From an optimization exercise on the open Yosys and OpenROAD flow, aimed at small area, a short achievable clock period and few clock cycles per item; shortcuts taken in it are not production practice.
The RTL was checked by simulation tests, not by an equivalence proof against the original design.
The clock port is modelled as an ideal driver, which makes a skipped or thinned clock tree look cheaper than it is; a real chip needs a root buffer or a tree.
No activity file was given, so power comes from the tool's default toggle rates.

## violet
## Int2Ieee754
module Int2Ieee754
#
(
	parameter	inputDataLength	=	32
)
(
    input 	CLK,
    input 	RST,
    input	[inputDataLength-1:0] 		IntInput,
    input	inputCS,
	 output	reg 	[31:0] 		Data754,
    output 	reg					outputCS
    );
reg per_inputCS;
always @(posedge CLK or negedge RST) begin
	if (!RST)
		per_inputCS <= 1'b0;
	else
		per_inputCS <= inputCS;
end
wire start = inputCS & ~per_inputCS;
always @(*) outputCS = start;
wire [31:0] x = IntInput;
wire [7:0]  nzn;
genvar g;
generate for (g = 0; g < 8; g = g + 1) begin : nib
	assign nzn[g] = |x[4*g+3:4*g];
end endgenerate
wire [7:0] sel;
assign sel[7] = start & nzn[7];
generate for (g = 0; g < 7; g = g + 1) begin : one
	assign sel[g] = start & nzn[g] & ~|nzn[7:g+1];
end endgenerate
reg [31:0] c;
integer i;
always @(*) begin
	c = 32'd0;
	for (i = 0; i < 8; i = i + 1)
		c = c | ({32{sel[i]}} & (x << (28 - 4*i)));
end
wire [2:0] pi;
assign pi[2] = |nzn[7:4];
assign pi[1] = nzn[7] | nzn[6] | (~|nzn[5:4] & (nzn[3] | nzn[2]));
assign pi[0] = nzn[7] | (~nzn[6] & nzn[5]) | (~|nzn[6:4] & nzn[3]) | (~|nzn[6:2] & nzn[1]);
wire       hold = ~start;
reg [26:0] rc;    
reg [2:0]  rp;
always @(posedge CLK) begin
  ...
==> flow/config.mk <==
export PLATFORM = sky130hd
export DESIGN_NAME = Int2Ieee754
export DESIGN_NICKNAME = Int2Ieee754
export VERILOG_FILES = /design/flow/design.v
export SDC_FILE = /design/flow/constraint.sdc
export NUM_CORES = 4
export LEC_CHECK = 0
export CAP_MARGIN = 20
export CORE_MARGIN = 2
export CORE_UTILIZATION = 35
export GPL_TIMING_DRIVEN = 1
export SETUP_SLACK_MARGIN = 1.6
export SLEW_MARGIN = 20
==> flow/constraint.sdc <==
create_clock -name core_clock -period 4.0 [get_ports {CLK}]
set_input_delay 0.8000 -clock core_clock [delete_from_list [all_inputs] [get_ports {CLK}]]
set_output_delay 0.8000 -clock core_clock [all_outputs]
set_load 0.01 [all_outputs]
standard.sh (not shown) runs the stock make flow with config.mk's settings and CLKGATE_MAP_FILE= SYNTH_SCRIPT=/design/flow/synth_recipe.tcl, a recipe that flattens the netlist after the stock synthesis.
==> flow/flow/run.sh <==
#!/bin/bash
# The standard layout (standard.sh), with three changes:
#  - the port buffers are small buf_1 cells;
#  - synthesis maps the logic with flow/abc.script (an area-oriented ABC script)
#    instead of ORFS's abc_speed.script. Everything else in synthesis is
#    synth_recipe.tcl unchanged, so the registers are the standard synthesis's;
#  - the clock is distributed by flow/clock.tcl (a few clock buffers, each
#    driving the flip-flops near it) instead of TritonCTS's H-tree.
# Tool output goes to standard.log here and to the ORFS logs under orfs/logs.
set -e
here=$(pwd)
export BUFFER_PORTS_ARGS="-buffer_cell sky130_fd_sc_hd__buf_1"
export PRE_CTS_TCL=$here/flow/clock.tcl
{
  echo "proc abc {args} { set i [lsearch -exact \$args -script]; if {\$i >= 0} { lset args [expr {\$i + 1}] $here/flow/abc.script }; yosys abc {*}\$args }"
  cat synth_recipe.tcl
} > my_synth.tcl
sed "s#SYNTH_SCRIPT=[^ ]*#SYNTH_SCRIPT=$here/my_synth.tcl#" standard.sh > my_standard.sh
bash my_standard.sh > standard.log 2>&1
Other scripts of this flow, unchanged in this note and not shown: flow/flow/abc.script, flow/flow/clock.tcl
Testbench counts of violet, summed over its fixed seeds: cycles 4,800, items 2,400.
Edits applied to the flow inputs when going from violet to zinc:
Settings: CORE_UTILIZATION now 30, was 35; SETUP_SLACK_MARGIN now 1.45, was 1.6.
Findings:
The cell count after placement in zinc was higher than what violet gave.
Global-route wire length before repair was higher in violet than in zinc.
Per the comparison of zinc with violet, synthesis-to-layout area growth moved down; switching share of power moved down.
Input-level comparison between nickel and zinc:
Settings: SETUP_SLACK_MARGIN now 1.6, was 1.45; TNS_END_PERCENT now 0, previously not set.
Findings:
nickel finished all stages; the layout is clean. In nickel the relative slew slack turned out 3.2 points higher than in zinc. From nickel to zinc, final number of setup-violating endpoints did not move at all. Adder and majority gate portion of the synthesized area: nickel vs zinc identical. Looking at via-per-instance ratio, nickel sits above zinc. In the tables for nickel and zinc, combinational share of power reads lower with zinc. The final reports for nickel and zinc show total placed instance area higher in the former. Changes observed in nickel relative to zinc: hold slack comparable; met2 wire length picked up an extra about 1.6%.
In every run of this note, the design's own scripts or RTL, not TritonCTS, make the clock network.

---

v55:
Int2Ieee754 again, from the RTL that the note above started with.
==> flow/design.v (excerpt) <==
module Int2Ieee754
#
(
	parameter	inputDataLength	=	32
)
(
    input 	CLK,
    input 	RST,
    input	[inputDataLength-1:0] 		IntInput,
    input	inputCS,
	 output	reg 	[31:0] 		Data754,
    output 	reg					outputCS
    );
export LEC_CHECK = 0
export CAP_MARGIN = 20
export CORE_MARGIN = 2
export CORE_UTILIZATION = 30
export GPL_TIMING_DRIVEN = 0
export SETUP_SLACK_MARGIN = 1.9
export SLEW_MARGIN = 20
export TNS_END_PERCENT = 0
create_clock -name core_clock -period 4.0 [get_ports {CLK}]
==> flow/flow/abc.script <==
strash
dc2
&get -n
&st
&dch
&nf -R 1000
&put
topo
==> flow/flow/clock.tcl <==
# Clock distribution for this small design, in place of TritonCTS's H-tree:
# the clock sinks are split into two halves by position, and each half is
# driven by one clock buffer at its centroid; the clock port drives the two
# buffers. One buffer level, no dummy loads.
proc my_clock_buffers { clk_port buf_master nparts } {
  set block [ord::get_db_block]
  set master [[ord::get_db] findMaster $buf_master]
  set clknet [$block findNet $clk_port]
  set sinks [list]
  foreach it [$clknet getITerms] {
    set loc [[$it getInst] getLocation]
    lappend sinks [list $it [lindex $loc 0] [lindex $loc 1]]
  }
  # split along the wider axis
  set xs [lmap s $sinks {lindex $s 1}]
  set ys [lmap s $sinks {lindex $s 2}]
  set dx [expr {[tcl::mathfunc::max {*}$xs] - [tcl::mathfunc::min {*}$xs]}]
  set dy [expr {[tcl::mathfunc::max {*}$ys] - [tcl::mathfunc::min {*}$ys]}]
  set key [expr {$dx >= $dy ? 1 : 2}]
  set sorted [lsort -integer -index $key $sinks]
  set n [llength $sorted]
  for {set p 0} {$p < $nparts} {incr p} {
    set lo [expr {($p * $n) / $nparts}]
    set hi [expr {(($p + 1) * $n) / $nparts - 1}]
    set part [lrange $sorted $lo $hi]
    set sx 0; set sy 0
    foreach s $part { set sx [expr {$sx + [lindex $s 1]}]; set sy [expr {$sy + [lindex $s 2]}] }
    set m [llength $part]
    set inst [odb::dbInst_create $block $master clkbuf_leaf_$p]
    set net [odb::dbNet_create $block clknet_leaf_$p]
    $net setSigType CLOCK
    foreach s $part { set it [lindex $s 0]; $it disconnect; $it connect $net }
    [$inst findITerm A] connect $clknet
    [$inst findITerm X] connect $net
    $inst setLocation [expr {$sx / $m}] [expr {$sy / $m}]
    $inst setPlacementStatus PLACED
    puts "clock buffer clkbuf_leaf_$p ($buf_master) drives $m sinks"
  }
  $clknet setSigType CLOCK
}

my_clock_buffers CLK sky130_fd_sc_hd__clkbuf_8 3

# The clock buffers are in place; the CTS step keeps its repair and placement
# legalisation, but builds no tree of its own.
proc clock_tree_synthesis { args } {
  puts "clock_tree_synthesis: clock buffers placed by flow/clock.tcl"
  set_propagated_clock [all_clocks]
}
Scripts as last shown in full above: flow/flow/run.sh
Testbench counts of v55, summed over its fixed seeds: cycles 4,800, items 2,400.
Edits applied to the flow inputs when going from v55 to v21:
# v55
export LEC_CHECK = 0
export CAP_MARGIN = 20
export CORE_MARGIN = 2
export CORE_UTILIZATION = 30
export GPL_TIMING_DRIVEN = 0
export SETUP_SLACK_MARGIN = 1.9
export SLEW_MARGIN = 20
export TNS_END_PERCENT = 0
create_clock -name core_clock -period 4.0 [get_ports {CLK}]
# v21
export LEC_CHECK = 0
export CAP_MARGIN = 20
export CORE_MARGIN = 2
export CORE_UTILIZATION = 35
export GPL_TIMING_DRIVEN = 0
export SETUP_SLACK_MARGIN = 1.45
export SLEW_MARGIN = 20
create_clock -name core_clock -period 4.0 [get_ports {CLK}]
## What came out
v21 reached the final stage; the timing, design-rule and antenna checks on its layout passed. Of the two values seen for capturing element of the worst setup path, rc[25]$_DFF_P_ was produced by v21 and rc[20]$_DFF_P_ by v55. v21 against v55: last weighted congestion value of the routability-driven placer stayed essentially flat, total routed wire length on the met1 layer fell by 140 um, worst setup slack fell by 170 ps, combinational cell fraction of total power fell by 3.0 points. v21 vs v55, count of non-filler cells in the finished layout went down by 36.
--- input diff v21..v38 ---
# v21
export LEC_CHECK = 0
export CAP_MARGIN = 20
export CORE_MARGIN = 2
export CORE_UTILIZATION = 35
export GPL_TIMING_DRIVEN = 0
export SETUP_SLACK_MARGIN = 1.45
export SLEW_MARGIN = 20
create_clock -name core_clock -period 4.0 [get_ports {CLK}]
# v38
export LEC_CHECK = 0
export CAP_MARGIN = 20
export CORE_MARGIN = 2
export CORE_UTILIZATION = 30
export GPL_TIMING_DRIVEN = 0
export SETUP_SLACK_MARGIN = 1.45
export SLEW_MARGIN = 20
create_clock -name core_clock -period 4.0 [get_ports {CLK}]
==> summary.txt <==
Comparing v38 and v21, the higher largest stage delay on the critical path was measured on v21.
Fmax: v38 below v21
Total routed wirelength of v38 exceeds that of v21 slightly.
Core utilization: v38 lower than v21
v38: pre-CTS worst setup slack is 5.5 ps higher than what v21 reported.
Summary — sum of internal, switching and leakage power, v38 relative to v21: higher, by 0.0035 mW.
[v38] fraction of power consumed by combinational cells rose 0.2 points relative to v21
Switching fraction of total power essentially unchanged between v21 and v38.
[inputs] v30 vs v38
# v38
export LEC_CHECK = 0
export CAP_MARGIN = 20
export CORE_MARGIN = 2
export CORE_UTILIZATION = 30
export GPL_TIMING_DRIVEN = 0
export SETUP_SLACK_MARGIN = 1.45
export SLEW_MARGIN = 20
create_clock -name core_clock -period 4.0 [get_ports {CLK}]
# v30
export LEC_CHECK = 0
export CAP_MARGIN = 20
export CORE_MARGIN = 2
export CORE_UTILIZATION = 30
export GPL_TIMING_DRIVEN = 1
export SETUP_SLACK_MARGIN = 1.55
export SLEW_MARGIN = 20
create_clock -name core_clock -period 4.0 [get_ports {CLK}]
==> comparison <==
Summary of v30 over v38: critical path data required time ~0 delta, slack of the critical path +93 ps, maximum achievable frequency +about 4%. Compared with v38, in v30 pin count of the biggest net entering global routing now sits lower, clock network fraction of design power lower, sum of internal, switching and leakage power has decreased. Compared with v38, in v30 sequential cell area share +0.43 points, final cell count went up by 3, met2 track utilization from global routing fell 2.9 points, biggest fanout along the worst timing path decreased by 3 relative to the old numbers. A last element of the critical path of rc[21]$_DFF_P_ is what v38 shows, while rc[24]$_DFF_P_ belongs to v30. From v30 to v38, final-report hold violation count did not move at all.
In every run of this note, the design's own scripts or RTL, not TritonCTS, make the clock network.

[re-timing with driven ports]
No port has a modelled driver above. Below, the same layouts with a new extraction and two added sets of constraints.
Step 1 sets driving cells, clkbuf_16 on the clock port and buf_2 on the other inputs (assumed; they add their load-dependent delay and slew).
Step 2 moves the port delays by t, midway between the first and last clock arrival at a register: inputs arrive t later, outputs are due t later. That takes back most of the time a late clock gives input paths.
Slacks: no drivers / after step 1 / after step 2; pairs: no drivers / after step 1.
| run | t, ns | slack for setup (ns) | slew at the worst register clock pin (ns) | worst slew at a driven data input, ns |
|---|---|---|---|---|
| violet | 0.186 | 1.650 / 1.632 / 1.502 | 0.08 / 0.08 | 0.03 |
| zinc | 0.191 | 1.558 / 1.524 / 1.397 | 0.08 / 0.08 | 0.03 |
| nickel | 0.184 | 1.630 / 1.612 / 1.480 | 0.08 / 0.08 | 0.03 |
| v55 | 0.192 | 1.707 / 1.709 / 1.549 | 0.08 / 0.08 | 0.04 |
| v21 | 0.191 | 1.536 / 1.538 / 1.372 | 0.09 / 0.09 | 0.04 |
| v38 | 0.192 | 1.525 / 1.539 / 1.364 | 0.09 / 0.09 | 0.03 |
| v30 | 0.185 | 1.618 / 1.647 / 1.462 | 0.08 / 0.08 | 0.04 |
After both steps every run listed still meets setup and hold. The setup slack of v21, which loses most, moves by +0.002 ns with the drivers and by -0.164 ns with both steps.
